This design comes from an exercise in tuning for small area on the open sky130 flow, not from production work. In this exercise RTL edits were held to simulation tests only and were not proved equivalent to the original. Power and IR drop assume default switching activity.

===== design/flow/design.v =====
`timescale 1ns / 1ps
module top(
    input [1:0]   selectionSW,
    input [7:0]   desired_temp,
    input         CLK100MHZ,
    input         rst,
    input         TMP_SDA_i,
    output        TMP_SDA_o,
    output        TMP_SDA_oe,
    output        TMP_SCL,
    output reg [6:0] SEG,
    output reg [7:0] AN,
    output [15:0] LED,
    output redLED,
    output blueLED
    );
    reg [5:0] ph;        
    reg [3:0] cd;        
    reg [7:0] q;         
    reg [5:0] b60;       
    reg [3:0] a10;       
    reg [2:0] anode_select;
    wire tick   = (ph == 6'd49);
    wire tick10 = tick & (cd == 4'd9);
    wire lastp  = (cd == 4'd9) & (b60 == 6'd59);    
    wire stat   = tick & lastp;
    wire an_adv = tick10 & (((a10 == 4'd3) & (b60 == 6'd19)) |
                            ((a10 == 4'd6) & (b60 == 6'd39)) |
                            ((a10 == 4'd9) & (b60 == 6'd59)));
    always @(posedge CLK100MHZ or posedge rst) begin
        if (rst) begin
            ph <= 6'd0;
            cd <= 4'd0;
            q <= 8'd0;
            b60 <= 6'd0;
            a10 <= 4'd0;
            anode_select <= 3'd0;
        end else begin
            ph <= tick ? 6'd0 : ph + 6'd1;
            if (tick)
                cd <= (cd == 4'd9) ? 4'd0 : cd + 4'd1;
            if (tick10) begin
                q <= (q == 8'd255) ? 8'd200 : q + 8'd1;
                b60 <= (b60 == 6'd59) ? 6'd0 : b60 + 6'd1;
                if (b60 == 6'd59)
                    a10 <= (a10 == 4'd9) ? 4'd0 : a10 + 4'd1;
            end
            if (an_adv)
                anode_select <= anode_select + 3'd1;
        end
    end
    wire h = (cd >= 4'd5);
    assign TMP_SCL = ~q[0];
    assign TMP_SDA_oe = (q < 8'd217) | (q == 8'd235) | (q == 8'd236) | (q >= 8'd253);
    assign TMP_SDA_o = ~(((q == 8'd200) & h) | ((q == 8'd201) & ~h) |
                         ((q == 8'd203) & h) | ((q >= 8'd204) & (q <= 8'd206)) | ((q == 8'd207) & ~h) |
                         ((q == 8'd209) & h) | (q == 8'd210) | ((q == 8'd211) & ~h) |
                         ((q >= 8'd217) & (q <= 8'd252)));
    wire samp = tick10 & (((q >= 8'd222) & (q <= 8'd234) & ~q[0]) | (q == 8'd238));
    wire first = (q == 8'd222);
    reg [7:0] v;
    reg [2:0] r;
    reg [7:0] f_data;
    wire [2:0] rr = first ? 3'd0 : r;
    wire [4:0] t = {rr, 1'b0} + (TMP_SDA_i ? 5'd9 : 5'd0);
    reg [1:0] dq;
    reg [2:0] rn;
    always @(*) begin
        if (t >= 5'd15)      begin dq = 2'd3; rn = t - 5'd15; end
        else if (t >= 5'd10) begin dq = 2'd2; rn = t - 5'd10; end
        else if (t >= 5'd5)  begin dq = 2'd1; rn = t - 5'd5;  end
        else                 begin dq = 2'd0; rn = t[2:0];    end
    end
    always @(posedge CLK100MHZ) begin
        if (samp) begin
            v <= {v[6:0], 1'b0} + {6'd0, dq};
            r <= rn;
        end
    end
    always @(posedge CLK100MHZ or posedge rst) begin
        if (rst)
            f_data <= 8'd32;
        else if (tick & (q >= 8'd253))
            f_data <= v + 8'd32;
    end
    reg [7:0] ring [0:9];
    integer k;
    wire clr = (q == 8'd0);
    wire wr = (cd == 4'd0) & (b60 == 6'd0) & ph[5] & ~ph[4] & (ph[3:0] == a10);    
    always @(posedge CLK100MHZ) begin
        ring[0] <= clr ? 8'd0 : (wr ? f_data : ring[9]);
        for (k = 1; k < 10; k = k + 1)
            ring[k] <= ring[k-1];
    end
    wire scan = lastp & (ph >= 6'd31) & (ph <= 6'd40);
    wire sfirst = (ph == 6'd31);
    wire [7:0] x = ring[9];
    reg [11:0] acc;
    reg [7:0] mx, mn;
    wire [11:0] acc0 = sfirst ? 12'd0 : acc;
    wire [4:0] dt = {acc[11:8], acc[7]};
    wire dge = (dt >= 5'd10);
    wire [4:0] dr = dge ? dt - 5'd10 : dt;
    always @(posedge CLK100MHZ) begin
        if (scan)
            acc <= acc0 + {4'd0, x};
        else
            acc <= {dr[3:0], acc[6:0], dge};
        if (scan & (sfirst | (x > mx))) mx <= x;
        if (scan & (sfirst | (x < mn))) mn <= x;
    end
    reg [7:0] avg_temp, max_temp, min_temp;
    always @(posedge CLK100MHZ) begin
        if (stat) begin
            avg_temp <= acc[7:0];
            max_temp <= {mx[7:1], mx[0] | ~(|mx[7:1])};
            min_temp <= mn;
        end
    end
    wire svalid = (q >= 8'd60);
    reg [7:0] display_reg;
    always @(posedge CLK100MHZ) begin
        case (selectionSW)
            2'b00: display_reg <= desired_temp;
            2'b01: display_reg <= svalid ? avg_temp : 8'd0;
            2'b10: display_reg <= svalid ? min_temp : 8'd255;
            2'b11: display_reg <= svalid ? max_temp : 8'd0;
        endcase
    end
    wire [7:0] val = anode_select[2] ? f_data : display_reg;
    wire [7:0] tens8 = val / 8'd10;
    wire [3:0] ones = val % 8'd10;
    wire [3:0] digit = anode_select[0] ? tens8[3:0] : ones;
    always @(*) begin
        if (!anode_select[1])
            SEG = anode_select[0] ? 7'b001_1100 : 7'b011_1000;
        else case (digit)
            4'd0: SEG = 7'b000_0001;
            4'd1: SEG = 7'b100_1111;
            4'd2: SEG = 7'b001_0010;
            4'd3: SEG = 7'b000_0110;
            4'd4: SEG = 7'b100_1100;
            4'd5: SEG = 7'b010_0100;
            4'd6: SEG = 7'b010_0000;
            4'd7: SEG = 7'b000_1111;
            4'd8: SEG = 7'b000_0000;
            4'd9: SEG = 7'b000_0100;
            default: SEG = 7'b111_1111;
        endcase
    end
    always @(*) begin
        AN = 8'hff;
        AN[anode_select] = 1'b0;
    end
    assign LED = {display_reg, f_data};
    assign redLED = f_data < desired_temp;
    assign blueLED = f_data > desired_temp;
endmodule

===== design/flow/flow/run.sh =====
#!/bin/bash
# Layout flow: the standard ORFS flow (standard.sh), with these changes:
#  - synthesis maps the logic with an area-oriented ABC script (flow/area.abc) and
#    without Yosys's half/full-adder extraction; everything else in the standard
#    synthesis script (synth_recipe.tcl) is unchanged, so the registers are the same;
#  - port buffers use the smallest buffer cell (sky130_fd_sc_hd__buf_1);
#  - clock tree synthesis uses clkbuf_8 buffers and inserts no dummy loads.
# Each tool writes its full log under orfs/logs/; make's output goes to flow_make.log.
set -euo pipefail
W=$(pwd)
F=$W/flow
{
  echo "proc abc {args} { set o {}; set s 0; foreach a \$args { if {\$s} {set s 0; continue}; if {\$a eq \"-script\"} {set s 1; continue}; lappend o \$a }; yosys abc -script $F/area.abc {*}\$o }"
  echo "proc extract_fa {args} { }"
  cat "$W/synth_recipe.tcl"
} > "$W/area_synth.tcl"
sed "s#SYNTH_SCRIPT=[^ ]*#SYNTH_SCRIPT=$W/area_synth.tcl #" "$W/standard.sh" > "$W/area_standard.sh"
bash "$W/area_standard.sh" \
  "BUFFER_PORTS_ARGS=-buffer_cell sky130_fd_sc_hd__buf_1" \
  "CTS_ARGS=-sink_clustering_enable -repair_clock_nets -buf_list sky130_fd_sc_hd__clkbuf_8 -dont_use_dummy_load" \
  finish > "$W/flow_make.log" 2>&1

===== design/flow/flow/area.abc =====
strash
&get -n
&dch -f
&nf -a -R 1000
&put
strash
&get -n
&deepsyn -T 60
&put
strash
&get -n
&dch -f
&nf -a -R 1000
&put
strash
&get -n
&dch -f
&nf -a -R 1000
&put
strash
&get -n
&dch -f
&nf -a -R 1000
&put
topo

===== design/flow/standard.sh =====
#!/bin/bash
# synth_recipe.tcl (not shown) runs the flow's synth.tcl, then flattens the netlist and writes it again
# the make line also repeats each setting of config.mk as NAME=value (left out here)
make -C /OpenROAD-flow-scripts/flow DESIGN_CONFIG=/design/flow/config.mk WORK_HOME=/design/flow/orfs CLKGATE_MAP_FILE= SYNTH_SCRIPT=/design/flow/synth_recipe.tcl "${@:-finish}"

===== design/flow/config.mk =====
export PLATFORM = sky130hd
export DESIGN_NAME = top
export DESIGN_NICKNAME = top
export VERILOG_FILES = /design/flow/design.v
export SDC_FILE = /design/flow/constraint.sdc
export NUM_CORES = 4
export LEC_CHECK = 0
export CAP_MARGIN = 20
export CORE_MARGIN = 2
export CORE_UTILIZATION = 40
export SLEW_MARGIN = 20

===== design/flow/constraint.sdc =====
create_clock -name core_clock -period 25.0 [get_ports {CLK100MHZ}]
set_input_delay 5.0000 -clock core_clock [delete_from_list [all_inputs] [get_ports {CLK100MHZ}]]
set_output_delay 5.0000 -clock core_clock [all_outputs]
set_load 0.01 [all_outputs]

==> flow_summary.json, run 1 <==
{
  "run_status": "complete, no violations",
  "report.final.hold_viol_count": 0,
  "die_height_um": 137.6,
  "cts_tree": "done",
  "gpl.final_weighted_congestion": 0.8337,
  "syn_to_final_growth_pct": 10.32,
  "nNetsFinal": 746,
  "synth_nets": 675,
  "grt_first_pass_wirelength_um": 25010,
  "finalInstanceArea_mm2": 0.007880,
  "synth.largest_area_cell": "sky130_fd_sc_hd__dfxtp_1",
  "max-cap-violations": 0,
  "estimated_wirelength_of_the_detail_placed_design_um": 11490,
  "cp-startpoint": "desired_temp[2]",
  "cts_post_setup_buffers_inserted": 0,
  "finalCriticalPeriod_ns": 11.48,
  "drt.antenna.violating_nets": 0,
  "placementRows": 48,
  "global_route.overflow_total": 0,
  "synth_top_area_share": 0.2803,
  "synth_warnings": 2,
  "synth_common_cells": "sky130_fd_sc_hd__dfxtp_1, sky130_fd_sc_hd__nor2_1, sky130_fd_sc_hd__a21oi_1",
  "min_path_type": "reg2reg",
  "synth_most_common_cell": "sky130_fd_sc_hd__dfxtp_1",
  "relSlewSlack": 0.3799,
  "initial_utilization": 0.4115,
  "fin_setup_tns_ns": 0,
  "r2r-start": "ring[9][1]",
  "largest_reg_flops": 80,
  "async_flop_share": 0.2053,
  "finalMaxSlewViolations": 0,
  "timing.critical_path.arrival_ns": 6.48,
  "cts_max_level": 4,
  "track_usage": 0.1732,
  "cts_sink_count": 190,
  "wl_um": 15490,
  "fp.dieArea_mm2": 0.01894,
  "dr.pass1.iters": 5,
  "peakVddDrop_uv": 34.36,
  "worstPathRequired_ns": 20.00,
  "unrepaired_setup_endpoints_after_global_routing": "no",
  "postLayoutCoreUtil": 0.4540,
  "synth_top_flop_cell": "sky130_fd_sc_hd__dfxtp_1",
  "drt-wirelength-per-cell_um": 16.20,
  "yosysUniqueCellTypes": 51,
  "drive_above_1_share": 0.03283,
  "syn-cell-area_mm2": 0.007143,
  "critPathCaptureType": "output port",
  "drt_first_iter_violations": 306,
  "core-area_mm2": 0.01736,
  "place.detailed.instances": 939,
  "synthesis.instances": 662,
  "setup_violations": 0,
  "worst_tran_pin_value_ns": 0.9283,
  "via_count_of_the_first_global_routing_pass": 5028,
  "floorplan_die_width_um": 137.6,
  "worst-setup-path-type": "in2out",
  "top_regs": "ring x80, acc x12",
  "regMostFlops": "ring",
  "initial_antenna_violation_count": 0,
  "num_vias": 5155,
  "clk_pin_slew_worst_paths_ns": 0.08,
  "static-leakage-power_nw": 2.992,
  "worst_setup_path_start_kind": "input pin",
  "antenna_diode_count": 0,
  "cts.path.max_buffers": 2,
  "buffer_ports.inserted": 48,
  "final_worst_slack_ns": 13.52,
  "hp-start": "ring[3][6]",
  "postSynthAreaPerCell_um2": 10.79,
  "cts-resized-gates": 0,
  "dpl_worst_slack_ns": 13.53,
  "yosys_register_bits": 190,
  "clock_tree.root_cell": "sky130_fd_sc_hd__clkbuf_8",
  "post_drt_via_cell_ratio": 5.392,
  "synth.yosys.seq_area_share": 0.6315,
  "grt_max_degree": 40,
  "maxClockFrequency_ghz": 0.08707,
  "synth_edf_count": 51,
  "drt_drc_violations_left": 0,
  "clock_latency_ns": 0.46,
  "ios": 49,
  "power-per-cell-area_mw_per_mm2": 62.00,
  "post-route-period-util": 0.4594,
  "synth_top_cells_by_area": "sky130_fd_sc_hd__dfxtp_1, sky130_fd_sc_hd__edfxtp_1, sky130_fd_sc_hd__dfrtp_1",
  "numCtsBuffers": 17,
  "final-instance-count-excl-fill": 956,
  "post_dp_cell_area_mm2": 0.007646,
  "clock-skew-final_ns": 0.04294,
  "ctsHoldBuffers": 0,
  "crit_fanout": 3
}
[layout make-up]
cell class / count / area [um^2]
well taps: 225 / 281.5
multi-input cells: 440 / 2524
inverters: 32 / 120.1
repair buffers: 52 / 210.2
fillers: 1625 / 9477
flip-flops and latches: 190 / 4511
clock buffers: 17 / 234.0
[worst paths after layout]
| path | slack (ns) | depth (start not counted) | endpoint |
|---|---|---|---|
| min in group asynchronous | 4.65 | 3 | q[2] |
| max in group asynchronous | 19.97 | 3 | f_data[5] |
| hold / removal | 0.32 | 0 | ring[4][6] |
| setup / recovery | 13.52 | 8 | blueLED |
| setup reg to reg | 21.55 | 15 | acc[11] |
| hold reg to reg | 0.32 | 0 | ring[4][6] |
[kinds of logic after synthesis]
logic type | share of synthesized area
DFF | 0.6315
muxes | 0.01033
and+or+nand+nor | 0.1484
AOI/OAI and AO/OA | 0.1491
buffers and inverters | 0.01682
adders and majority gates | 0.008408
xor gates and xnor gates | 0.03556
[layout by cell type (no fill, tap or decap), types with 5 or more instances in the layout]
cell                       count
sky130_fd_sc_hd__nand2_1      53
sky130_fd_sc_hd__nand2b_1      6
sky130_fd_sc_hd__a22o_1        9
sky130_fd_sc_hd__o22ai_1      21
sky130_fd_sc_hd__dfxtp_1     100
sky130_fd_sc_hd__a31oi_1       7
sky130_fd_sc_hd__nor4_1        7
sky130_fd_sc_hd__and3_1       12
sky130_fd_sc_hd__xnor2_1      19
sky130_fd_sc_hd__nand3_1      16
sky130_fd_sc_hd__and2_0        5
sky130_fd_sc_hd__dfrtp_1      38
sky130_fd_sc_hd__a22oi_1       7
sky130_fd_sc_hd__clkbuf_8     17
sky130_fd_sc_hd__buf_1        48
sky130_fd_sc_hd__edfxtp_1     51
sky130_fd_sc_hd__nor3_1       19
sky130_fd_sc_hd__o21ai_0      31
sky130_fd_sc_hd__clkinv_1     32
sky130_fd_sc_hd__o21a_1        6
sky130_fd_sc_hd__xor2_1       10
sky130_fd_sc_hd__nor2b_1       9
sky130_fd_sc_hd__or2_0         5
sky130_fd_sc_hd__maj3_1        6
sky130_fd_sc_hd__nor2_1       79
sky130_fd_sc_hd__a21oi_1      56
sky130_fd_sc_hd__nand4_1       5
[report_power, final]
group | internal [mW] | switching (mW) | total, mW | leakage, nW
registers | 0.316 | 0.000720 | 0.317 | 1.87
logic | 0.00770 | 0.0158 | 0.0235 | 1.00
clock network | 0.0602 | 0.0883 | 0.149 | 0.122
[per-stage QoR]
step | hold WS [ns] | total power [mW]
2_1_floorplan | 0.3096 | 0.3398
3_3_place_gp | 0.3110 | 0.3456
3_5_place_dp | 0.3121 | 0.3463
4_1_cts | 0.3181 | 0.4925
5_1_grt | 0.3198 | 0.5086
6_report | 0.3152 | 0.4886
[critical path, cell delays in order]
cell and delay [ns]:
sky130_fd_sc_hd__buf_1 0.11, sky130_fd_sc_hd__a22o_1 0.24, sky130_fd_sc_hd__a31oi_1 0.16, sky130_fd_sc_hd__o221ai_1 0.17, sky130_fd_sc_hd__a222oi_1 0.35, sky130_fd_sc_hd__o2bb2ai_1 0.13, sky130_fd_sc_hd__a21oi_1 0.14, sky130_fd_sc_hd__buf_1 0.19
[per-layer routing]
| metal | global-route usage | up-vias | wire length (um) |
|---|---|---|---|
| met3 | 0.03826 | 33 | 672 |
| met1 | 0.2141 | 2455 | 6947 |
| met2 | 0.2883 | 145 | 7352 |
| met4 | 0.08133 | 0 | 517 |
| li1 | - | 2522 | - |
| met5 | 0 | - | 0 |
==> inputs of run 2 (changes only) <==
==> design/flow/flow/run.sh (replaced) <==
#!/bin/bash
# Layout flow: the standard ORFS flow (standard.sh), with these changes:
#  - synthesis maps the logic with an area-oriented ABC script (flow/area.abc.in,
#    run with four random seeds for its &deepsyn step; the smallest result is kept)
#    and without Yosys's half/full-adder extraction; everything else in the
#    standard synthesis script (synth_recipe.tcl) is unchanged, so the registers
#    are the same;
#  - port buffers use the smallest buffer cell (sky130_fd_sc_hd__buf_1);
#  - clock tree synthesis uses clkbuf_8 buffers and inserts no dummy loads.
# Each tool writes its full log under orfs/logs/; make's output goes to flow_make.log.
# Optional arguments: the make targets (default finish).
set -euo pipefail
W=$(pwd)
F=$W/flow
SEEDS="1 2 3 4"
DEEPSYN_S=${DEEPSYN_S:-100}
for s in $SEEDS; do
  sed -e "s/@SEED@/$s/" -e "s/@TIME@/$DEEPSYN_S/" "$F/area.abc.in" > "$W/area_$s.abc"
done
cat > "$W/area_synth.tcl" <<EOF
proc abc {args} {
  set o {}; set s 0; set lib {}
  foreach a \$args {
    if {\$s == 1} { set s 0; continue }
    if {\$s == 2} { set s 0; set lib \$a; lappend o \$a; continue }
    if {\$a eq "-script"} { set s 1; continue }
    if {\$a eq "-liberty"} { set s 2 }
    lappend o \$a
  }
  yosys design -save abc_pre
  set best 1e30
  foreach seed {$SEEDS} {
    yosys design -load abc_pre
    yosys abc -script $W/area_\$seed.abc {*}\$o
    yosys tee -q -o $W/abc_stat_\$seed.txt stat -liberty \$lib
    set fh [open $W/abc_stat_\$seed.txt]; set txt [read \$fh]; close \$fh
    regexp {Chip area for module[^:]*:\s*([0-9.]+)} \$txt -> area
    puts "area_synth: ABC seed \$seed gives \$area um2"
    if {\$area < \$best} { set best \$area; yosys design -save abc_best }
  }
  yosys design -load abc_best
  puts "area_synth: kept \$best um2"
}
proc extract_fa {args} { }
EOF
cat "$W/synth_recipe.tcl" >> "$W/area_synth.tcl"
sed "s#SYNTH_SCRIPT=[^ ]*#SYNTH_SCRIPT=$W/area_synth.tcl #" "$W/standard.sh" > "$W/area_standard.sh"
bash "$W/area_standard.sh" \
  "BUFFER_PORTS_ARGS=-buffer_cell sky130_fd_sc_hd__buf_1" \
  "CTS_ARGS=-sink_clustering_enable -repair_clock_nets -buf_list sky130_fd_sc_hd__clkbuf_8 -dont_use_dummy_load" \
  "${@:-finish}" > "$W/flow_make.log" 2>&1
==> design/flow/flow/area.abc.in (new file) <==
strash
&get -n
&dch -f
&nf -a -R 1000
&put
strash
&get -n
&deepsyn -T @TIME@ -S @SEED@
&put
strash
&get -n
&dch -f
&nf -a -R 1000
&put
strash
&get -n
&dch -f
&nf -a -R 1000
&put
strash
&get -n
&dch -f
&nf -a -R 1000
&put
topo
removed: design/flow/flow/area.abc
==> run 2 against run 1 <==
Effect of this change: power down 0.65%; wire length down 2.4%; core utilization down 0.23 points; still clean on timing, DRC and antenna; synthesized cell count down 2.4%; critical path depth down 1; sequential share of layout area up 0.49 points; critical endpoint unchanged; global-route usage down 0.84 points; worst setup slack worse by 0.027 ns.
==> flow_summary.json, run 2 <==
{
  "ios": 49,
  "synth_top_cells_by_area": "sky130_fd_sc_hd__dfxtp_1, sky130_fd_sc_hd__edfxtp_1, sky130_fd_sc_hd__dfrtp_1",
  "cts_max_level": 4,
  "clock_latency_ns": 0.48,
  "static-leakage-power_nw": 2.992,
  "clk_pin_slew_worst_paths_ns": 0.12,
  "synth.largest_area_cell": "sky130_fd_sc_hd__dfxtp_1",
  "die_height_um": 137.0,
  "drt-wirelength-per-cell_um": 16.04,
  "async_flop_share": 0.2053,
  "ctsHoldBuffers": 0,
  "worst_setup_path_start_kind": "input pin",
  "worst_tran_pin_value_ns": 1.006,
  "track_usage": 0.1648,
  "postSynthAreaPerCell_um2": 10.96,
  "unrepaired_setup_endpoints_after_global_routing": "no",
  "power-per-cell-area_mw_per_mm2": 62.12,
  "post_drt_via_cell_ratio": 5.288,
  "synth_nets": 659,
  "syn-cell-area_mm2": 0.007079,
  "relSlewSlack": 0.3234,
  "gpl.final_weighted_congestion": 0.9229,
  "via_count_of_the_first_global_routing_pass": 4693,
  "maxClockFrequency_ghz": 0.08687,
  "synth.yosys.seq_area_share": 0.6372,
  "yosysUniqueCellTypes": 48,
  "synth_top_flop_cell": "sky130_fd_sc_hd__dfxtp_1",
  "finalMaxSlewViolations": 0,
  "ff2ff_setup_slack_ns": 21.13,
  "fp.dieArea_mm2": 0.01878,
  "floorplan_die_width_um": 137.0,
  "worst_hold_path_ep": "ring[7][7]",
  "end_of_the_worst_register_to_register_path": "anode_select[1]",
  "peakVddDrop_uv": 39.30,
  "drive_above_1_share": 0.03221,
  "finalCriticalPeriod_ns": 11.51,
  "final-instance-count-excl-fill": 942,
  "grt_max_degree": 40,
  "num_vias": 4981,
  "report.final.hold_viol_count": 0,
  "syn_to_final_growth_pct": 10.37,
  "buffer_ports.inserted": 48,
  "mostFrequentLayoutCells": "sky130_fd_sc_hd__dfxtp_1, sky130_fd_sc_hd__nor2_1, sky130_fd_sc_hd__nand2_1, sky130_fd_sc_hd__edfxtp_1, sky130_fd_sc_hd__buf_1",
  "grt_first_pass_wirelength_um": 23600,
  "place.detailed.instances": 922,
  "top_regs": "ring x80, acc x12",
  "layout.cells.most_common": "sky130_fd_sc_hd__dfxtp_1",
  "min_path_type": "reg2reg",
  "hp-start": "ring[6][7]",
  "global_route.overflow_total": 0,
  "numCtsBuffers": 17,
  "synth_edf_count": 51,
  "core-area_mm2": 0.01730,
  "drt_first_iter_violations": 340,
  "setup_violations": 0,
  "synthesis.instances": 646,
  "dr.pass1.iters": 5,
  "wl_um": 15110,
  "timing.critical_path.arrival_ns": 6.51,
  "cts_tree": "done",
  "initial_utilization": 0.4093,
  "drt.antenna.violating_nets": 0,
  "cts-resized-gates": 0,
  "synth_most_common_cell": "sky130_fd_sc_hd__dfxtp_1",
  "regMostFlops": "ring",
  "worstPathRequired_ns": 20.00,
  "fin_setup_tns_ns": 0,
  "initial_antenna_violation_count": 3,
  "largest_reg_flops": 80,
  "synth_top_area_share": 0.2828,
  "critPathCaptureType": "output port",
  "timing.hold.ws_ns": 0.3049,
  "worst-setup-path-type": "in2out",
  "estimated_wirelength_of_the_detail_placed_design_um": 10850,
  "timing.hold.worst_path_depth": 0,
  "r2r-start": "ph[3]",
  "postLayoutCoreUtil": 0.4518,
  "max-cap-violations": 0,
  "post-route-period-util": 0.4605,
  "synth_common_cells": "sky130_fd_sc_hd__dfxtp_1, sky130_fd_sc_hd__nor2_1, sky130_fd_sc_hd__nand2_1",
  "clock-skew-final_ns": 0.05343,
  "clock_tree.root_cell": "sky130_fd_sc_hd__clkbuf_8",
  "cts_sink_count": 190,
  "yosys_register_bits": 190,
  "fillerInstances": 1605,
  "cts.path.max_buffers": 2,
  "nNetsFinal": 729,
  "crit_fanout": 3,
  "synth_warnings": 2,
  "placementRows": 48,
  "run_status": "complete, no violations",
  "cts_post_setup_buffers_inserted": 0,
  "worst-r2r-cell-count": 14,
  "drt_drc_violations_left": 0
}
==> run 2: cell types whose count changed in the layout (fill, tap and decap cells not counted), sizes merged, moves of 6 or more <==
cell	delta
a21oi	-13
nor2	-11
nand2	+10
a22oi	-6
nor4	+6
==> run 2: final cells by class <==
class                   count  area, um^2  share of cell area
repair buffers             51       202.7             0.02594
diodes                      3       7.507           0.0009608
clock buffers              17       234.0             0.02994
multi-input cells         426        2465              0.3155
well taps                 225       281.5             0.03603
flip-flops and latches    190        4511              0.5773
inverters                  30       112.6             0.01441
==> run 2: power by group <==
part	internal (mW)	total, mW	switching (mW)	leakage, nW
clock network	0.0601	0.148	0.0876	0.122
logic	0.00733	0.0211	0.0137	0.991
registers	0.316	0.317	0.000764	1.88
total	0.383	0.485	0.102	2.99
==> run 2: cell families after synthesis <==
group / after synthesis / synth area share
buf+inv: 30 / 0.01591
xor+xnor: 39 / 0.04825
simple gates: 236 / 0.1568
fa+ha+maj: 11 / 0.01555
flops: 190 / 0.6372
compound gates: 133 / 0.1161
mux: 7 / 0.01025
==> run 2: worst max-delay path: stages <==
cell and delay [ns]:
sky130_fd_sc_hd__buf_1 0.11, sky130_fd_sc_hd__a2bb2oi_1 0.15, sky130_fd_sc_hd__a222oi_1 0.35, sky130_fd_sc_hd__o221ai_1 0.17, sky130_fd_sc_hd__a222oi_1 0.35, sky130_fd_sc_hd__o22a_1 0.20, sky130_fd_sc_hd__buf_1 0.17
==> run 2: worst max path at each step <==
stage / endpoint / cells after the start / startpoint / slack [ns]
floorplan: blueLED / 5 / desired_temp[2] / 13.93
finish: blueLED / 7 / desired_temp[2] / 13.49
global route: blueLED / 7 / desired_temp[2] / 13.36
global placement: blueLED / 7 / desired_temp[2] / 13.57
detailed placement: blueLED / 7 / desired_temp[2] / 13.51
CTS: blueLED / 7 / desired_temp[2] / 13.51
==> run 2: metrics by stage <==
stage | worst slack [ns] | cell area (um^2) | power, mW
global placement | 13.57 | 7572 | 0.3433
CTS | 13.51 | 7806 | 0.4903
finish | 13.49 | 7814 | 0.4854
detailed placement | 13.51 | 7572 | 0.3441
floorplan | 13.93 | 7079 | 0.3379
global route | 13.36 | 7809 | 0.5047
==> run 2: routing by layer <==
metal / GRT usage / vias to the layer above / part of all wire
li1: - / 2447 / -
met1: 0.2151 / 2362 / 0.47
met2: 0.2518 / 143 / 0.45
met3: 0.04519 / 29 / 0.059
met4: 0.08190 / 0 / 0.029
met5: 0 / - / 0
==> inputs of run 3 (changes only) <==
--- a/design/flow/design.v
+++ b/design/flow/design.v
@@ -14,31 +14,26 @@
     output redLED,
     output blueLED
     );
-    reg [5:0] ph;        
-    reg [3:0] cd;        
+    reg [8:0] m;         
     reg [7:0] q;         
     reg [5:0] b60;       
     reg [3:0] a10;       
     reg [2:0] anode_select;
-    wire tick   = (ph == 6'd49);
-    wire tick10 = tick & (cd == 4'd9);
-    wire lastp  = (cd == 4'd9) & (b60 == 6'd59);    
-    wire stat   = tick & lastp;
+    wire tick10 = (m == 9'd499);                     
+    wire tick0  = (m == 9'd49);                      
+    wire stat   = tick10 & (b60 == 6'd59);
     wire an_adv = tick10 & (((a10 == 4'd3) & (b60 == 6'd19)) |
                             ((a10 == 4'd6) & (b60 == 6'd39)) |
                             ((a10 == 4'd9) & (b60 == 6'd59)));
     always @(posedge CLK100MHZ or posedge rst) begin
         if (rst) begin
-            ph <= 6'd0;
-            cd <= 4'd0;
+            m <= 9'd0;
             q <= 8'd0;
             b60 <= 6'd0;
             a10 <= 4'd0;
             anode_select <= 3'd0;
         end else begin
-            ph <= tick ? 6'd0 : ph + 6'd1;
-            if (tick)
-                cd <= (cd == 4'd9) ? 4'd0 : cd + 4'd1;
+            m <= tick10 ? 9'd0 : m + 9'd1;
             if (tick10) begin
                 q <= (q == 8'd255) ? 8'd200 : q + 8'd1;
                 b60 <= (b60 == 6'd59) ? 6'd0 : b60 + 6'd1;
@@ -49,7 +44,7 @@
                 anode_select <= anode_select + 3'd1;
         end
     end
-    wire h = (cd >= 4'd5);
+    wire h = (m >= 9'd250);      
     assign TMP_SCL = ~q[0];
     assign TMP_SDA_oe = (q < 8'd217) | (q == 8'd235) | (q == 8'd236) | (q >= 8'd253);
     assign TMP_SDA_o = ~(((q == 8'd200) & h) | ((q == 8'd201) & ~h) |
@@ -80,20 +75,20 @@
     always @(posedge CLK100MHZ or posedge rst) begin
         if (rst)
             f_data <= 8'd32;
-        else if (tick & (q >= 8'd253))
+        else if (tick0 & (q == 8'd253))     
             f_data <= v + 8'd32;
     end
     reg [7:0] ring [0:9];
     integer k;
     wire clr = (q == 8'd0);
-    wire wr = (cd == 4'd0) & (b60 == 6'd0) & ph[5] & ~ph[4] & (ph[3:0] == a10);    
+    wire wr = (m[8:6] == 3'd0) & m[5] & ~m[4] & (m[3:0] == a10) & (b60 == 6'd0);    
     always @(posedge CLK100MHZ) begin
         ring[0] <= clr ? 8'd0 : (wr ? f_data : ring[9]);
         for (k = 1; k < 10; k = k + 1)
             ring[k] <= ring[k-1];
     end
-    wire scan = lastp & (ph >= 6'd31) & (ph <= 6'd40);
-    wire sfirst = (ph == 6'd31);
+    wire scan = (m >= 9'd481) & (m <= 9'd490) & (b60 == 6'd59);
+    wire sfirst = (m == 9'd481);
     wire [7:0] x = ring[9];
     reg [11:0] acc;
     reg [7:0] mx, mn;
==> run 3 against run 2 <==
Effect of this change: hold slack lost 0.00060 ns; combinational power grew about 10%; clock-buffer cell count is the same; first-iteration DRC count grew 0.88%; fmax grew 2.8%; core utilization is the same; largest power group unchanged; synthesized area is essentially flat; power grew 0.40%; non-clock buffer count grew 1; die area is essentially flat; highest routed layer unchanged.
==> flow_summary.json, run 3 <==
{
  "cts_max_level": 4,
  "comb_power_share": 0.048,
  "synth_top_flop_cell": "sky130_fd_sc_hd__dfxtp_1",
  "worst-r2r-cell-count": 16,
  "total_switching_power_mw": 0.1051,
  "top_regs": "ring x80, acc x12, m x9",
  "numCtsBuffers": 17,
  "critPathCaptureType": "output port",
  "drt.antenna.violating_nets": 0,
  "unrepaired_setup_endpoints_after_global_routing": "no",
  "clock_tree.root_cell": "sky130_fd_sc_hd__clkbuf_8",
  "timing.critical_path.arrival_ns": 6.20,
  "static-leakage-power_nw": 3.077,
  "synth_edf_count": 51,
  "gpl.final_weighted_congestion": 0.8147,
  "final_worst_slack_ns": 13.80,
  "cts.path.max_buffers": 2,
  "post_drt_via_cell_ratio": 5.446,
  "finalCriticalPeriod_ns": 11.20,
  "track_usage": 0.1744,
  "regArea_mm2": 0.004486,
  "yosys_register_bits": 189,
  "drt-wirelength-per-cell_um": 16.45,
  "finalMaxSlewViolations": 0,
  "place.detailed.instances": 924,
  "initial_utilization": 0.4094,
  "clk_pin_slew_worst_paths_ns": 0.11,
  "ctsHoldBuffers": 0,
  "layout.cells.most_common": "sky130_fd_sc_hd__dfxtp_1",
  "power.share.clock": 0.306,
  "multiInputGateArea_mm2": 0.002501,
  "fillerInstances": 1601,
  "synth.yosys.seq_area_share": 0.6335,
  "syn-cell-area_mm2": 0.007081,
  "r2r-start": "ring[9][1]",
  "synth_top_cells_by_area": "sky130_fd_sc_hd__dfxtp_1, sky130_fd_sc_hd__edfxtp_1, sky130_fd_sc_hd__dfrtp_1",
  "drive_above_1_share": 0.03212,
  "timing.hold.ws_ns": 0.3043,
  "worstPathRequired_ns": 20.00,
  "cts-resized-gates": 0,
  "clock_latency_ns": 0.46,
  "ios": 49,
  "ff2ff_setup_slack_ns": 21.22,
  "min_path_type": "reg2reg",
  "synth_nets": 660,
  "placementRows": 48,
  "dr.pass1.iters": 5,
  "grt_first_pass_wirelength_um": 24910,
  "nNetsFinal": 731,
  "num_vias": 5125,
  "maxClockFrequency_ghz": 0.08931,
  "floorplan_die_width_um": 137.0,
  "synthesis.instances": 647,
  "antenna_diode_count": 0,
  "initial_antenna_violation_count": 0,
  "timing.critical_path.to": "blueLED",
  "max-cap-violations": 0,
  "wl_um": 15480,
  "post-route-period-util": 0.4479,
  "worst_setup_path_start_kind": "input pin",
  "synth_common_cells": "sky130_fd_sc_hd__dfxtp_1, sky130_fd_sc_hd__nor2_1, sky130_fd_sc_hd__a21oi_1",
  "core-area_mm2": 0.01730,
  "worst_tran_pin_value_ns": 1.025,
  "largest_reg_flops": 80,
  "drt_first_iter_violations": 343,
  "power.share.sequential": 0.646,
  "drt_drc_violations_left": 0,
  "synth_top_area_share": 0.2827,
  "via_count_of_the_first_global_routing_pass": 4795,
  "crit_fanout": 3,
  "cts_tree": "done",
  "cts_post_setup_buffers_inserted": 0,
  "power-per-cell-area_mw_per_mm2": 62.37,
  "end_of_the_worst_register_to_register_path": "acc[11]",
  "yosysUniqueCellTypes": 50,
  "die_height_um": 137.0,
  "worst-setup-path-type": "in2out",
  "report.final.hold_viol_count": 0,
  "dpl_worst_slack_ns": 13.82,
  "setup_violations": 0,
  "final-instance-count-excl-fill": 941,
  "synth_most_common_cell": "sky130_fd_sc_hd__dfxtp_1",
  "fp.dieArea_mm2": 0.01878,
  "global_route.overflow_total": 0,
  "cts_sink_count": 189,
  "peakVddDrop_uv": 41.44,
  "cell_internal_pwr_mw": 0.3822,
  "postSynthAreaPerCell_um2": 10.94,
  "async_flop_share": 0.2011,
  "mostFrequentLayoutCells": "sky130_fd_sc_hd__dfxtp_1, sky130_fd_sc_hd__nor2_1, sky130_fd_sc_hd__a21oi_1, sky130_fd_sc_hd__nand2_1, sky130_fd_sc_hd__edfxtp_1",
  "estimated_wirelength_of_the_detail_placed_design_um": 11120,
  "clock-skew-final_ns": 0.03920,
  "synth_warnings": 2,
  "grt_max_degree": 39,
  "regMostFlops": "ring",
  "syn_to_final_growth_pct": 10.36,
  "run_status": "complete, no violations",
  "buffer_ports.inserted": 48,
  "fin_setup_tns_ns": 0,
  "power.share.switching": 0.2156,
  "cp-startpoint": "desired_temp[7]",
  "synth.largest_area_cell": "sky130_fd_sc_hd__dfxtp_1",
  "relSlewSlack": 0.3102
}
-- run 3: cell count changes after synthesis, sizes merged, moves of 7 or more --
cell / previous run / this run
nand2: 63 / 53
nor4: 14 / 7
a21oi: 43 / 56
o22ai: 17 / 25
xnor2: 24 / 15
-- run 3: final cells by class --
type,count,area share
clock buffer,17,0.02994
inverter,27,0.01297
multi-input combinational,431,0.3201
sequential,189,0.5741
tap,225,0.03603
timing repair buffer,52,0.02690
-- run 3: cells by family after synthesis --
kind of cell	after synthesis	synth area share
buffers and inverters	27	0.01431
and+or+nand+nor	221	0.1477
adders and majority gates	7	0.009896
xor gates and xnor gates	31	0.03835
DFF	189	0.6335
muxes	9	0.01343
AOI/OAI and AO/OA	163	0.1428
-- run 3: metrics by stage --
stage / util / total power [mW] / cell area (um^2)
3_5_place_dp: 0.4382 / 0.3446 / 7580
3_3_place_gp: 0.4379 / 0.3432 / 7575
4_1_cts: 0.4518 / 0.4920 / 7814
5_1_grt: 0.4518 / 0.5062 / 7814
2_1_floorplan: - / 0.3379 / 7081
6_report: 0.4518 / 0.4873 / 7814
-- run 3: worst min path at each step --
stage / startpoint / end / slack [ns] / cells past startpoint
detailed placement: ring[4][6] / ring[5][6] / 0.31 / 0
CTS: ring[2][1] / ring[3][1] / 0.30 / 0
global placement: ring[8][4] / ring[9][4] / 0.31 / 0
global route: ring[2][1] / ring[3][1] / 0.30 / 0
floorplan: ring[0][0] / ring[1][0] / 0.31 / 0
finish: ring[2][1] / ring[3][1] / 0.30 / 0
-- run 3: power by group through the flow --
stage / clock network, mW / logic, mW / registers, mW
2_1_floorplan: 0 / 0.0160 / 0.322
3_3_place_gp: 0 / 0.0215 / 0.322
3_5_place_dp: 0 / 0.0229 / 0.322
4_1_cts: 0.154 / 0.0229 / 0.315
5_1_grt: 0.165 / 0.0265 / 0.315
6_report: 0.149 / 0.0233 / 0.315
-- run 3: critical path, cell delays in order --
cell,delay (ns)
sky130_fd_sc_hd__buf_1,0.10
sky130_fd_sc_hd__nor2b_1,0.15
sky130_fd_sc_hd__a21oi_1,0.12
sky130_fd_sc_hd__o21ai_0,0.14
sky130_fd_sc_hd__o31ai_1,0.45
sky130_fd_sc_hd__buf_1,0.23
-- run 3: routing by layer --
| metal | vias to the layer above | global-route usage | wire length (um) | part of all wire |
|---|---|---|---|---|
| met5 | - | 0 | 0 | 0 |
| met3 | 21 | 0.03667 | 637 | 0.041 |
| met1 | 2477 | 0.2390 | 7284 | 0.47 |
| met2 | 144 | 0.2720 | 7215 | 0.47 |
| met4 | 0 | 0.06644 | 340 | 0.022 |
| li1 | 2483 | - | - | - |
==> inputs of run 4 (changes only) <==
--- a/design/flow/design.v
+++ b/design/flow/design.v
@@ -19,12 +19,14 @@
     reg [5:0] b60;       
     reg [3:0] a10;       
     reg [2:0] anode_select;
-    wire tick10 = (m == 9'd499);                     
-    wire tick0  = (m == 9'd49);                      
-    wire stat   = tick10 & (b60 == 6'd59);
-    wire an_adv = tick10 & (((a10 == 4'd3) & (b60 == 6'd19)) |
-                            ((a10 == 4'd6) & (b60 == 6'd39)) |
-                            ((a10 == 4'd9) & (b60 == 6'd59)));
+    wire tick10 = (m[8:4] == 5'b11111) & m[1] & m[0];    
+    wire tick0  = (m == 9'd49);                           
+    wire b59    = (b60[5:3] == 3'b111) & b60[1] & b60[0];  
+    wire a9     = a10[3] & a10[0];                         
+    wire stat   = tick10 & b59;
+    wire an_adv = tick10 & ((~a10[2] & a10[1] & a10[0] & (b60 == 6'd19)) |      
+                            (a10[2] & a10[1] & ~a10[0] & (b60 == 6'd39)) |      
+                            (a9 & b59));
     always @(posedge CLK100MHZ or posedge rst) begin
         if (rst) begin
             m <= 9'd0;
@@ -36,9 +38,9 @@
             m <= tick10 ? 9'd0 : m + 9'd1;
             if (tick10) begin
                 q <= (q == 8'd255) ? 8'd200 : q + 8'd1;
-                b60 <= (b60 == 6'd59) ? 6'd0 : b60 + 6'd1;
-                if (b60 == 6'd59)
-                    a10 <= (a10 == 4'd9) ? 4'd0 : a10 + 4'd1;
+                b60 <= b59 ? 6'd0 : b60 + 6'd1;
+                if (b59)
+                    a10 <= a9 ? 4'd0 : a10 + 4'd1;
             end
             if (an_adv)
                 anode_select <= anode_select + 3'd1;
@@ -87,7 +89,7 @@
         for (k = 1; k < 10; k = k + 1)
             ring[k] <= ring[k-1];
     end
-    wire scan = (m >= 9'd481) & (m <= 9'd490) & (b60 == 6'd59);
+    wire scan = (m >= 9'd481) & (m <= 9'd490) & b59;
     wire sfirst = (m == 9'd481);
     wire [7:0] x = ring[9];
     reg [11:0] acc;
--- a/design/flow/flow/run.sh
+++ b/design/flow/flow/run.sh
@@ -1,7 +1,7 @@
 #!/bin/bash
 # Layout flow: the standard ORFS flow (standard.sh), with these changes:
 #  - synthesis maps the logic with an area-oriented ABC script (flow/area.abc.in,
-#    run with four random seeds for its &deepsyn step; the smallest result is kept)
+#    run with eight random seeds for its &deepsyn step; the smallest result is kept)
 #    and without Yosys's half/full-adder extraction; everything else in the
 #    standard synthesis script (synth_recipe.tcl) is unchanged, so the registers
 #    are the same;
@@ -12,8 +12,8 @@
 set -euo pipefail
 W=$(pwd)
 F=$W/flow
-SEEDS="1 2 3 4"
-DEEPSYN_S=${DEEPSYN_S:-100}
+SEEDS="1 2 3 4 5 6 7 8"
+DEEPSYN_S=${DEEPSYN_S:-80}
 for s in $SEEDS; do
   sed -e "s/@SEED@/$s/" -e "s/@TIME@/$DEEPSYN_S/" "$F/area.abc.in" > "$W/area_$s.abc"
 done
==> run 4 against run 3 <==
Effect of this change: hold slack gained 0.0090 ns; first-iteration DRC count shrank 34%; core utilization shrank 0.099 points; final cell count grew 0.21%; critical path type unchanged; largest cell class unchanged; largest power group unchanged; highest routed layer unchanged.
==> flow_summary.json, run 4 <==
{
  "yosysUniqueCellTypes": 49,
  "cts_tree": "done",
  "post-route-period-util": 0.4516,
  "fin_setup_tns_ns": 0,
  "placementRows": 48,
  "crit_fanout": 3,
  "initial_utilization": 0.4092,
  "worst_tran_pin_value_ns": 0.9441,
  "worstPathRequired_ns": 20.00,
  "postLayoutCoreUtil": 0.4508,
  "grt_first_pass_wirelength_um": 24990,
  "ctsHoldBuffers": 0,
  "ff2ff_setup_slack_ns": 21.64,
  "floorplan_die_width_um": 137.3,
  "worst_setup_path_start_kind": "input pin",
  "post-layout-total-power_mw": 0.4808,
  "static-leakage-power_nw": 3.082,
  "synth_top_cells_by_area": "sky130_fd_sc_hd__dfxtp_1, sky130_fd_sc_hd__edfxtp_1, sky130_fd_sc_hd__dfrtp_1",
  "die_height_um": 137.3,
  "antenna_diode_count": 0,
  "nNetsFinal": 733,
  "maxClockFrequency_ghz": 0.08857,
  "synth_edf_count": 51,
  "finalCriticalPeriod_ns": 11.29,
  "finalMaxSlewViolations": 0,
  "critPathCaptureType": "output port",
  "hp-start": "ring[0][0]",
  "synth_top_area_share": 0.2818,
  "cts_post_setup_buffers_inserted": 0,
  "initial_antenna_violation_count": 0,
  "track_usage": 0.1731,
  "peakVddDrop_uv": 36.39,
  "final-instance-count-excl-fill": 943,
  "cts-resized-gates": 0,
  "gpl.final_weighted_congestion": 0.8831,
  "synth_common_cells": "sky130_fd_sc_hd__dfxtp_1, sky130_fd_sc_hd__nor2_1, sky130_fd_sc_hd__nand2_1",
  "numCtsBuffers": 17,
  "end_of_the_worst_register_to_register_path": "acc[11]",
  "detailroute.wirelength.met3_um": 840,
  "mostFrequentLayoutCells": "sky130_fd_sc_hd__dfxtp_1, sky130_fd_sc_hd__nor2_1, sky130_fd_sc_hd__nand2_1, sky130_fd_sc_hd__edfxtp_1, sky130_fd_sc_hd__buf_1",
  "via_count_of_the_first_global_routing_pass": 4912,
  "fp.dieArea_mm2": 0.01884,
  "drt-wirelength-per-cell_um": 16.16,
  "post_drt_via_cell_ratio": 5.292,
  "buffer_ports.inserted": 48,
  "clock_latency_ns": 0.45,
  "timing.hold.ws_ns": 0.3134,
  "unrepaired_setup_endpoints_after_global_routing": "no",
  "clk_pin_slew_worst_paths_ns": 0.09,
  "run_status": "complete, no violations",
  "synth.yosys.seq_area_share": 0.6315,
  "synth_warnings": 2,
  "place.detailed.instances": 926,
  "core-area_mm2": 0.01736,
  "report.final.hold_viol_count": 0,
  "syn-cell-area_mm2": 0.007103,
  "timing.hold.worst_path_depth": 0,
  "clock-skew-final_ns": 0.02804,
  "cts_sink_count": 189,
  "setup_violations": 0,
  "worst-setup-path-type": "in2out",
  "top_regs": "ring x80, acc x12, m x9",
  "synth_top_flop_cell": "sky130_fd_sc_hd__dfxtp_1",
  "r2r-start": "ring[9][0]",
  "synth_nets": 664,
  "min_path_type": "reg2reg",
  "synth.largest_area_cell": "sky130_fd_sc_hd__dfxtp_1",
  "drt_first_iter_violations": 226,
  "clock_tree.root_cell": "sky130_fd_sc_hd__clkbuf_8",
  "post_dp_cell_area_mm2": 0.007586,
  "power-per-cell-area_mw_per_mm2": 61.46,
  "synthesis.instances": 651,
  "cts_max_level": 4,
  "grt_max_degree": 39,
  "synth_most_common_cell": "sky130_fd_sc_hd__dfxtp_1",
  "relSlewSlack": 0.3683,
  "async_flop_share": 0.2011,
  "largest_reg_flops": 80,
  "dpl_worst_slack_ns": 13.75,
  "wl_um": 15240,
  "drt_drc_violations_left": 0,
  "ios": 49,
  "regMostFlops": "ring",
  "detailroute.wirelength.met2_um": 7058,
  "syn_to_final_growth_pct": 10.15,
  "postSynthAreaPerCell_um2": 10.91,
  "num_vias": 4990,
  "max-cap-violations": 0,
  "cts.path.max_buffers": 2,
  "drt.antenna.violating_nets": 0,
  "final_worst_slack_ns": 13.71,
  "worst-r2r-cell-count": 16,
  "routed.top_layer": "met4",
  "worst_hold_path_ep": "ring[1][0]",
  "met1Wirelength_um": 7129,
  "layout.cells.most_common": "sky130_fd_sc_hd__dfxtp_1",
  "finalInstanceArea_mm2": 0.007824,
  "yosys_register_bits": 189,
  "global_route.overflow_total": 0,
  "timing.critical_path.arrival_ns": 6.29,
  "estimated_wirelength_of_the_detail_placed_design_um": 11040,
  "dr.pass1.iters": 4,
  "drive_above_1_share": 0.03064
}
run 4: changes by cell type after synthesis, sizes merged, moves of 5 or more:
cell and delta:
nor2 +23, nor4 +6, mux2 +5, o22ai -12, nor3 -9, a21oi -9
run 4: per-layer routing:
metal	track usage	vias to the layer above
li1	-	2454
met1	0.2312	2413
met2	0.2767	103
met3	0.04709	20
met4	0.05040	0
met5	0	-
run 4: worst max path at each step:
stage / from / endpoint / slack (ns) / cells after the start
final: desired_temp[1] / blueLED / 13.71 / 9
after detailed placement: desired_temp[2] / blueLED / 13.75 / 9
after floorplan: desired_temp[2] / blueLED / 14.04 / 7
after global routing: desired_temp[2] / blueLED / 13.54 / 9
after CTS: desired_temp[2] / blueLED / 13.71 / 9
after global placement: desired_temp[2] / blueLED / 13.77 / 9
run 4: critical path: stages:
cell,delay [ns]
sky130_fd_sc_hd__buf_1,0.13
sky130_fd_sc_hd__o22ai_1,0.22
sky130_fd_sc_hd__nand2b_1,0.14
sky130_fd_sc_hd__a31oi_1,0.07
sky130_fd_sc_hd__o21ai_0,0.17
sky130_fd_sc_hd__o221ai_1,0.13
sky130_fd_sc_hd__nor2b_1,0.16
sky130_fd_sc_hd__a21oi_1,0.12
sky130_fd_sc_hd__buf_1,0.16
run 4: final cells by class:
type                    count  area (um^2)
well taps                 225        281.5
flip-flops and latches    189         4486
fillers                  1651         9533
repair buffers             50        195.2
multi-input cells         432         2515
inverters                  30        112.6
clock buffers              17        234.0
run 4: where the power goes:
part	switching (mW)	total [mW]	internal, mW
Combinational	0.0114	0.0180	0.00661
Clock	0.0877	0.148	0.0603
Sequential	0.000693	0.315	0.314
Total	0.0998	0.481	0.381
run 4: kinds of logic (layout without fill, tap and decap cells):
group	Yosys count	after routing	synth area share
AOI/OAI and AO/OA	143	143	0.1258
xor gates and xnor gates	35	35	0.04316
adders and majority gates	6	6	0.008456
buffers and inverters	30	97	0.01585
DFF	189	189	0.6315
muxes	15	15	0.02272
and+or+nand+nor	233	233	0.1525
==> inputs of run 5 (changes only) <==
--- a/design/flow/design.v
+++ b/design/flow/design.v
@@ -80,12 +80,12 @@
         else if (tick0 & (q == 8'd253))     
             f_data <= v + 8'd32;
     end
+    wire svalid = (q >= 8'd60);      
     reg [7:0] ring [0:9];
     integer k;
-    wire clr = (q == 8'd0);
     wire wr = (m[8:6] == 3'd0) & m[5] & ~m[4] & (m[3:0] == a10) & (b60 == 6'd0);    
     always @(posedge CLK100MHZ) begin
-        ring[0] <= clr ? 8'd0 : (wr ? f_data : ring[9]);
+        ring[0] <= svalid ? (wr ? f_data : ring[9]) : 8'd0;
         for (k = 1; k < 10; k = k + 1)
             ring[k] <= ring[k-1];
     end
@@ -114,7 +114,6 @@
             min_temp <= mn;
         end
     end
-    wire svalid = (q >= 8'd60);
     reg [7:0] display_reg;
     always @(posedge CLK100MHZ) begin
         case (selectionSW)
==> run 5 against run 4 <==
Effect of this change: largest power group unchanged; sequential cell count did not move; clock skew rose by 0.012 ns; still clean; combinational power rose by 3%; final cell count fell by 3.4%; power fell by 0.14%; critical path type unchanged; sequential power barely moved; core utilization fell by 0.063 points; clock-buffer cell count did not move; sequential share of layout area rose by 0.48 points.
==> flow_summary.json, run 5 <==
{
  "run_status": "complete, no violations",
  "antenna_diode_count": 0,
  "synth_warnings": 2,
  "initial_antenna_violation_count": 0,
  "clock-skew-final_ns": 0.04020,
  "finalMaxSlewViolations": 0,
  "place.detailed.instances": 894,
  "async_flop_share": 0.2011,
  "cts_max_level": 4,
  "estimated_wirelength_of_the_detail_placed_design_um": 10720,
  "top_regs": "ring x80, acc x12, m x9",
  "peakVddDrop_uv": 31.67,
  "yosys_register_bits": 189,
  "floorplan_die_width_um": 136.4,
  "regMostFlops": "ring",
  "post-route-period-util": 0.4488,
  "num_vias": 4967,
  "drt-wirelength-per-cell_um": 16.12,
  "syn_to_final_growth_pct": 10.61,
  "synth_nets": 629,
  "cts.path.max_buffers": 2,
  "synth_edf_count": 51,
  "core-area_mm2": 0.01724,
  "min_path_type": "reg2reg",
  "clk_pin_slew_worst_paths_ns": 0.10,
  "dr.pass1.iters": 6,
  "maxClockFrequency_ghz": 0.08913,
  "final_worst_slack_ns": 13.78,
  "static-leakage-power_nw": 2.849,
  "synth_top_flop_cell": "sky130_fd_sc_hd__dfxtp_1",
  "synth.yosys.seq_area_share": 0.6395,
  "unrepaired_setup_endpoints_after_global_routing": "no",
  "cts_tree": "done",
  "max-cap-violations": 0,
  "track_usage": 0.1684,
  "via_count_of_the_first_global_routing_pass": 4758,
  "synth_most_common_cell": "sky130_fd_sc_hd__dfxtp_1",
  "cts_post_setup_buffers_inserted": 0,
  "report.final.hold_viol_count": 0,
  "synth_top_area_share": 0.2854,
  "grt_max_degree": 39,
  "wl_um": 14680,
  "clock_latency_ns": 0.46,
  "grt_first_pass_wirelength_um": 23860,
  "placementRows": 48,
  "worst-setup-path-type": "in2out",
  "timing.critical_path.arrival_ns": 6.22,
  "drt_drc_violations_left": 0,
  "die_height_um": 136.4,
  "clock_tree.root_cell": "sky130_fd_sc_hd__clkbuf_8",
  "synth.largest_area_cell": "sky130_fd_sc_hd__dfxtp_1",
  "setup_violations": 0,
  "largest_reg_flops": 80,
  "cts-resized-gates": 0,
  "worstPathRequired_ns": 20.00,
  "relSlewSlack": 0.4248,
  "post_drt_via_cell_ratio": 5.452,
  "ios": 49,
  "mostFrequentLayoutCells": "sky130_fd_sc_hd__dfxtp_1, sky130_fd_sc_hd__a21oi_1, sky130_fd_sc_hd__nor2_1, sky130_fd_sc_hd__edfxtp_1, sky130_fd_sc_hd__buf_1",
  "worst_tran_pin_value_ns": 0.8562,
  "fin_setup_tns_ns": 0,
  "syn-cell-area_mm2": 0.007014,
  "gpl.final_weighted_congestion": 0.8371,
  "finalCriticalPeriod_ns": 11.22,
  "worst_setup_path_start_kind": "input pin",
  "drt.antenna.violating_nets": 0,
  "yosysUniqueCellTypes": 53,
  "final-instance-count-excl-fill": 911,
  "synthesis.instances": 616,
  "drive_above_1_share": 0.03644,
  "cts_sink_count": 189,
  "synth_common_cells": "sky130_fd_sc_hd__dfxtp_1, sky130_fd_sc_hd__a21oi_1, sky130_fd_sc_hd__edfxtp_1, sky130_fd_sc_hd__nor2_1, sky130_fd_sc_hd__dfrtp_1",
  "layout.cells.most_common": "sky130_fd_sc_hd__dfxtp_1",
  "dpl_worst_slack_ns": 13.84,
  "fp.dieArea_mm2": 0.01861,
  "global_route.overflow_total": 0,
  "critPathCaptureType": "output port",
  "buffer_ports.inserted": 48,
  "nNetsFinal": 701,
  "crit_fanout": 4,
  "ctsHoldBuffers": 0,
  "synth_top_cells_by_area": "sky130_fd_sc_hd__dfxtp_1, sky130_fd_sc_hd__edfxtp_1, sky130_fd_sc_hd__dfrtp_1",
  "postSynthAreaPerCell_um2": 11.39,
  "numCtsBuffers": 17,
  "drt_first_iter_violations": 336,
  "power-per-cell-area_mw_per_mm2": 61.88,
  "initial_utilization": 0.4069
}
-- run 5: changes by cell type in the layout (fill, tap and decap cells not counted), moves of 7 or more --
cell / delta
sky130_fd_sc_hd__nor4_1: -10
sky130_fd_sc_hd__and3_1: -7
sky130_fd_sc_hd__a22oi_1: +12
sky130_fd_sc_hd__nor2_1: -39
sky130_fd_sc_hd__a21oi_1: +9
sky130_fd_sc_hd__nand2_1: -19
-- run 5: metrics by stage --
step | total power, mW | hold slack (ns) | util | area, um^2
2_1_floorplan | 0.3339 | 0.3096 | - | 7014
3_3_place_gp | 0.3384 | 0.3099 | 0.4366 | 7525
3_5_place_dp | 0.3395 | 0.3121 | 0.4366 | 7525
4_1_cts | 0.4860 | 0.3027 | 0.4501 | 7759
5_1_grt | 0.5025 | 0.3051 | 0.4501 | 7759
6_report | 0.4801 | 0.2993 | 0.4501 | 7759
-- run 5: routing by layer --
metal,wire length [um],vias up,track usage
met5,0,-,0
met4,244,0,0.06134
met3,768,24,0.04437
met2,6963,158,0.2739
met1,6705,2395,0.2165
li1,-,2390,-
-- run 5: critical path: stages --
cell and delay (ns):
sky130_fd_sc_hd__buf_1 0.12, sky130_fd_sc_hd__o21ai_0 0.17, sky130_fd_sc_hd__o21ai_0 0.11, sky130_fd_sc_hd__nand2b_1 0.09, sky130_fd_sc_hd__a21oi_1 0.06, sky130_fd_sc_hd__a221oi_1 0.26
sky130_fd_sc_hd__o2bb2ai_1 0.13, sky130_fd_sc_hd__nor2_1 0.13, sky130_fd_sc_hd__buf_1 0.16
-- run 5: power by group --
group / internal [mW] / switching, mW / total, mW
clock network: 0.0602 / 0.0867 / 0.147
registers: 0.314 / 0.000489 / 0.315
logic: 0.00583 / 0.0128 / 0.0186
-- run 5: area by class of cell --
type | instances | area [um^2]
well taps | 225 | 281.5
fillers | 1586 | 9478
repair buffers | 53 | 217.7
flip-flops and latches | 189 | 4486
clock buffers | 17 | 234.0
inverters | 31 | 116.4
multi-input cells | 396 | 2424
-- run 5: final timing paths --
kind                            slack (ns)         end  cells past startpoint             from
worst max-delay path                 13.78     blueLED                      9  desired_temp[1]
worst min-delay path                  0.30  ring[4][3]                      0       ring[3][3]
worst max register to register       20.79     acc[11]                     13       ring[9][1]
worst min register to register        0.30  ring[4][3]                      0       ring[3][3]
max in group asynchronous            20.01        m[8]                      3              rst
min in group asynchronous             4.61   f_data[0]                      3              rst
-- run 5: cells by family (layout without fill, tap and decap cells) --
family	Yosys count	after routing	synth area share
compound gates	166	166	0.1454
xor+xnor	33	33	0.04121
fa+ha+maj	12	12	0.01713
buf+inv	31	101	0.01659
flops	189	189	0.6395
mux	12	12	0.01837
simple gates	173	173	0.1218
==> inputs of run 6 (changes only) <==
==> design/flow/flow/run.sh (replaced) <==
#!/bin/bash
# Layout flow: the standard ORFS flow (standard.sh), with these changes:
#  - synthesis maps the logic with an area-oriented ABC script (flow/area.abc.in)
#    and without Yosys's half/full-adder extraction. The ABC step is run on the
#    logic Yosys extracts once per random seed of its &deepsyn step, in parallel
#    (flow/seeds.sh), and the smallest mapped netlist is read back. Everything
#    else in the standard synthesis script (synth_recipe.tcl) is unchanged, so the
#    registers are the same;
#  - port buffers use the smallest buffer cell (sky130_fd_sc_hd__buf_1);
#  - clock tree synthesis uses clkbuf_8 buffers and inserts no dummy loads.
# Each tool writes its full log under orfs/logs/ (ABC's per-seed runs: abc_seed_N.log,
# summary in abc_seeds.log); make's output goes to flow_make.log.
# Optional arguments: the make targets (default finish).
set -euo pipefail
W=$(pwd)
F=$W/flow
SEEDS="1 2 3 4 5 6 7 8"
DEEPSYN_S=${DEEPSYN_S:-150}
YOSYS_ABC=${FLOW_HOME:-/OpenROAD-flow-scripts/flow}/../tools/install/yosys/bin/yosys-abc
[[ -x "$YOSYS_ABC" ]] || YOSYS_ABC=$(command -v yosys-abc)
export YOSYS_ABC
NF='strash
&get -n
&dch -f
&nf -a -R 1000
&put'
printf 'write_blif %s\n%s\n' "$W/abc_in.blif" "$NF" > "$W/abc_dump.abc"
printf 'write_blif %s\nread_blif %s\n' "$W/abc_in2.blif" "$W/abc_best.blif" > "$W/abc_load.abc"
cat > "$W/area_synth.tcl" <<EOF
proc abc {args} {
  set o {}; set s 0; set lib {}; set constr {}; set du {}
  foreach a \$args {
    if {\$s == 1} { set s 0; continue }
    if {\$s == 2} { set s 0; set lib \$a; lappend o \$a; continue }
    if {\$s == 3} { set s 0; lappend du \$a; lappend o \$a; continue }
    if {\$s == 4} { set s 0; set constr \$a; lappend o \$a; continue }
    if {\$a eq "-script"} { set s 1; continue }
    if {\$a eq "-liberty"} { set s 2 }
    if {\$a eq "-dont_use"} { set s 3 }
    if {\$a eq "-constr"} { set s 4 }
    lappend o \$a
  }
  set fh [open $W/abc_lib.txt w]
  set cmd "read_lib"
  foreach c \$du { append cmd " -X \"\$c\"" }
  append cmd " -w \"\$lib\""
  puts \$fh \$cmd
  if {\$constr ne ""} { puts \$fh "read_constr -v \"\$constr\"" }
  close \$fh
  yosys design -save abc_pre
  # extract the logic (written to abc_in.blif) and map it quickly as a fallback
  yosys abc -script $W/abc_dump.abc {*}\$o
  yosys design -save abc_quick
  if {[catch {exec bash $F/seeds.sh $W/abc_in.blif $W/abc_best.blif $W/abc_lib.txt $F/area.abc.in "$SEEDS" 4 $DEEPSYN_S >& $W/abc_seeds.log} err]} {
    puts "area_synth: seed runs failed (\$err), keeping the quick mapping"
    return
  }
  yosys design -load abc_pre
  yosys abc -script $W/abc_load.abc {*}\$o
  set f1 [open $W/abc_in.blif]; set t1 [read \$f1]; close \$f1
  set f2 [open $W/abc_in2.blif]; set t2 [read \$f2]; close \$f2
  regsub -all -line {^#.*$} \$t1 {} t1
  regsub -all -line {^#.*$} \$t2 {} t2
  if {\$t1 ne \$t2} {
    puts "area_synth: ABC input differs between runs, keeping the quick mapping"
    yosys design -load abc_quick
    return
  }
  puts "area_synth: [exec cat $W/abc_seeds.log]"
}
proc extract_fa {args} { }
EOF
cat "$W/synth_recipe.tcl" >> "$W/area_synth.tcl"
sed "s#SYNTH_SCRIPT=[^ ]*#SYNTH_SCRIPT=$W/area_synth.tcl #" "$W/standard.sh" > "$W/area_standard.sh"
bash "$W/area_standard.sh" \
  "BUFFER_PORTS_ARGS=-buffer_cell sky130_fd_sc_hd__buf_1" \
  "CTS_ARGS=-sink_clustering_enable -repair_clock_nets -buf_list sky130_fd_sc_hd__clkbuf_8 -dont_use_dummy_load" \
  "${@:-finish}" > "$W/flow_make.log" 2>&1
==> design/flow/flow/seeds.sh (new file) <==
#!/bin/bash
# seeds.sh IN.BLIF OUT.BLIF LIBCMD_FILE SCRIPT_IN SEEDS PARALLEL TIME
# Maps IN.BLIF with SCRIPT_IN once per seed (in parallel), keeps the smallest
# mapped netlist in OUT.BLIF. Each run's full ABC output is kept in abc_seed_N.log.
set -uo pipefail
IN=$1; OUT=$2; LIBCMD=$3; SIN=$4; SEEDS=$5; PAR=$6; TIME=$7
D=$(dirname "$OUT")
ABC=${YOSYS_ABC:-yosys-abc}
run() {
  s=$1
  {
    echo "read_blif $IN"
    cat "$LIBCMD"
    sed -e "s/@SEED@/$s/" -e "s/@TIME@/$TIME/" "$SIN"
    echo "write_blif $D/abc_seed_$s.blif"
    echo "print_stats"
  } > "$D/abc_seed_$s.scr"
  "$ABC" -f "$D/abc_seed_$s.scr" > "$D/abc_seed_$s.log" 2>&1
}
export -f run; export IN LIBCMD SIN TIME D ABC
printf '%s\n' $SEEDS | xargs -P "$PAR" -I{} bash -c 'run {}'
best=""; barea=""
for s in $SEEDS; do
  a=$(grep -o "area *= *[0-9.]*" "$D/abc_seed_$s.log" | tail -1 | sed 's/.*= *//')
  echo "seed $s: area $a"
  if [[ -n "$a" && -s "$D/abc_seed_$s.blif" ]]; then
    if [[ -z "$barea" ]] || awk -v a="$a" -v b="$barea" 'BEGIN{exit !(a<b)}'; then best=$s; barea=$a; fi
  fi
done
[[ -n "$best" ]] || exit 1
echo "kept seed $best: area $barea"
cp "$D/abc_seed_$best.blif" "$OUT"
==> run 6 against run 5 <==
Effect of this change: sequential cell count unchanged; first-iteration DRC count fell by 6.0%; clock power is essentially flat; synthesized cell count up 0.81%; critical path type unchanged; still clean; power shrank 0.18%; register-to-register slack improved by 0.39 ns; largest cell class unchanged; global-route usage fell by 0.30 points; sequential power is essentially flat; clock-buffer cell count stayed put; combinational power is 8% lower.
==> flow_summary.json, run 6 <==
{
  "static-leakage-power_nw": 2.922,
  "nNetsFinal": 704,
  "finalMaxSlewViolations": 0,
  "run_status": "complete, no violations",
  "worst_tran_pin_value_ns": 1.029,
  "synth.yosys.seq_area_share": 0.6408,
  "synth_most_common_cell": "sky130_fd_sc_hd__dfxtp_1",
  "die_height_um": 136.3,
  "report.final.hold_viol_count": 0,
  "ctsHoldBuffers": 0,
  "yosysUniqueCellTypes": 50,
  "synth_top_flop_cell": "sky130_fd_sc_hd__dfxtp_1",
  "cp_cell_sequence": "buf_1 > a22oi_1 > o21ai_0 > nand2b_1 > a21oi_1 > a221oi_1 > o2bb2ai_1 > nor2_1 > buf_1",
  "synthXorXnorAreaFrac": 0.04379,
  "relSlewSlack": 0.3117,
  "crit_fanout": 3,
  "grt_first_pass_wirelength_um": 23730,
  "ff2ff_setup_slack_ns": 21.18,
  "power-per-cell-area_mw_per_mm2": 62.07,
  "worst-r2r-cell-count": 10,
  "worst_hold_path_ep": "ring[3][4]",
  "wl_um": 14690,
  "peakVddDrop_uv": 30.39,
  "worst_path_dominant_cell_family": "compound AO/OA/AOI/OAI gates",
  "hp-start": "ring[2][4]",
  "largest_reg_flops": 80,
  "layout.cells.most_common": "sky130_fd_sc_hd__dfxtp_1",
  "global_route.overflow_total": 0,
  "critical-path-max-stage-delay_ns": 0.21,
  "cts_post_setup_buffers_inserted": 0,
  "post_synth_fa_ha_maj_area_fraction": 0.01287,
  "buffer_ports.inserted": 48,
  "syn-cell-area_mm2": 0.007000,
  "cts_sink_count": 189,
  "num_vias": 4891,
  "ios": 49,
  "dr.pass1.iters": 4,
  "cts.path.max_buffers": 2,
  "critical_path.most_common_cell": "sky130_fd_sc_hd__buf_1",
  "synth_warnings": 2,
  "maxClockFrequency_ghz": 0.08952,
  "setup_violations": 0,
  "top_regs": "ring x80, acc x12, m x9",
  "syn_to_final_growth_pct": 10.29,
  "clock_latency_ns": 0.47,
  "drt_first_iter_violations": 316,
  "timing.hold.ws_ns": 0.2962,
  "post-route-period-util": 0.4468,
  "floorplan_die_width_um": 136.3,
  "timing.hold.worst_path_depth": 0,
  "initial_utilization": 0.4076,
  "core-area_mm2": 0.01718,
  "critical_path.slowest_cell": "sky130_fd_sc_hd__a221oi_1",
  "grt_max_degree": 39,
  "clk_pin_slew_worst_paths_ns": 0.08,
  "clock_tree.root_cell": "sky130_fd_sc_hd__clkbuf_8",
  "min_path_type": "reg2reg",
  "synth_compound_area_frac": 0.1430,
  "drive_above_1_share": 0.03193,
  "drt-wirelength-per-cell_um": 16.07,
  "gpl.final_weighted_congestion": 0.8651,
  "synth.largest_area_cell": "sky130_fd_sc_hd__dfxtp_1",
  "async_flop_share": 0.2011,
  "timing.critical_path.arrival_ns": 6.17,
  "cts-resized-gates": 0,
  "yosys.area_share.simple": 0.1251,
  "synth_common_cells": "sky130_fd_sc_hd__dfxtp_1, sky130_fd_sc_hd__a21oi_1, sky130_fd_sc_hd__nor2_1",
  "antenna_diode_count": 0,
  "synth_edf_count": 51,
  "postSynthAreaPerCell_um2": 11.27,
  "synthesis.instances": 621
}
## run 6: layout make-up
type                            count  area [um^2]
Clock buffer                       17        234.0
Fill cell                        1649         9455
Inverter                           33        123.9
Multi-Input combinational cell    399         2394
Sequential cell                   189         4486
Tap cell                          225        281.5
Timing Repair Buffer               51        202.7
## run 6: cells by family after synthesis
family          Yosys count
flops                   189
simple gates            180
compound gates          164
xor+xnor                 35
buf+inv                  33
mux                      11
fa+ha+maj                 9
## run 6: metal layers
metal	track usage	up-vias	wire, um	part of all wire
met1	0.2150	2356	6717	0.46
met3	0.04213	15	760	0.052
met5	0	-	0	0
li1	-	2381	-	-
met2	0.2744	139	7049	0.48
met4	0.04572	0	161	0.011
## run 6: per-stage QoR
stage               setup WS [ns]  area [um^2]  total power, mW
finish                      13.83         7721           0.4793
global route                13.72         7721           0.4989
CTS                         13.84         7721           0.4842
detailed placement          13.85         7487           0.3387
global placement            13.92         7487           0.3378
floorplan                   14.09         7000           0.3335
## run 6: worst max-delay path by stage
stage	from	endpoint	slack, ns	cells past startpoint
floorplan	desired_temp[2]	blueLED	14.09	7
global placement	desired_temp[2]	blueLED	13.92	9
detailed placement	desired_temp[2]	blueLED	13.85	9
CTS	desired_temp[2]	blueLED	13.84	9
global route	desired_temp[2]	blueLED	13.72	9
finish	desired_temp[2]	blueLED	13.83	9
## run 6: power breakdown
group          leakage (nW)  internal [mW]  switching [mW]
logic                 0.936        0.00619          0.0110
registers              1.86          0.314        0.000710
clock network         0.122         0.0603          0.0870

## what the ideal ports hide
Ports are ideal in the flow. The routed layouts listed here were re-timed in OpenROAD.
Step 1, drivers: a clkbuf_16 drives CLK100MHZ and a buf_2 each remaining input, both assumed.
Step 2 also shifts input and output timing later by t, the mid clock arrival at the registers, as if the neighbouring blocks saw the same clock.
Three values: ideal, step 1, step 2; two values: the first two.
run | t (ns) | setup WS [ns]
run 1 | 0.480 | 13.515 / 13.492 / 13.492
run 2 | 0.490 | 13.488 / 13.429 / 13.429
run 3 | 0.483 | 13.803 / 13.778 / 13.778
run 4 | 0.470 | 13.709 / 13.690 / 13.690
run 5 | 0.475 | 13.780 / 13.758 / 13.758
run 6 | 0.473 | 13.830 / 13.803 / 13.803
After both steps every run listed still meets setup and hold.
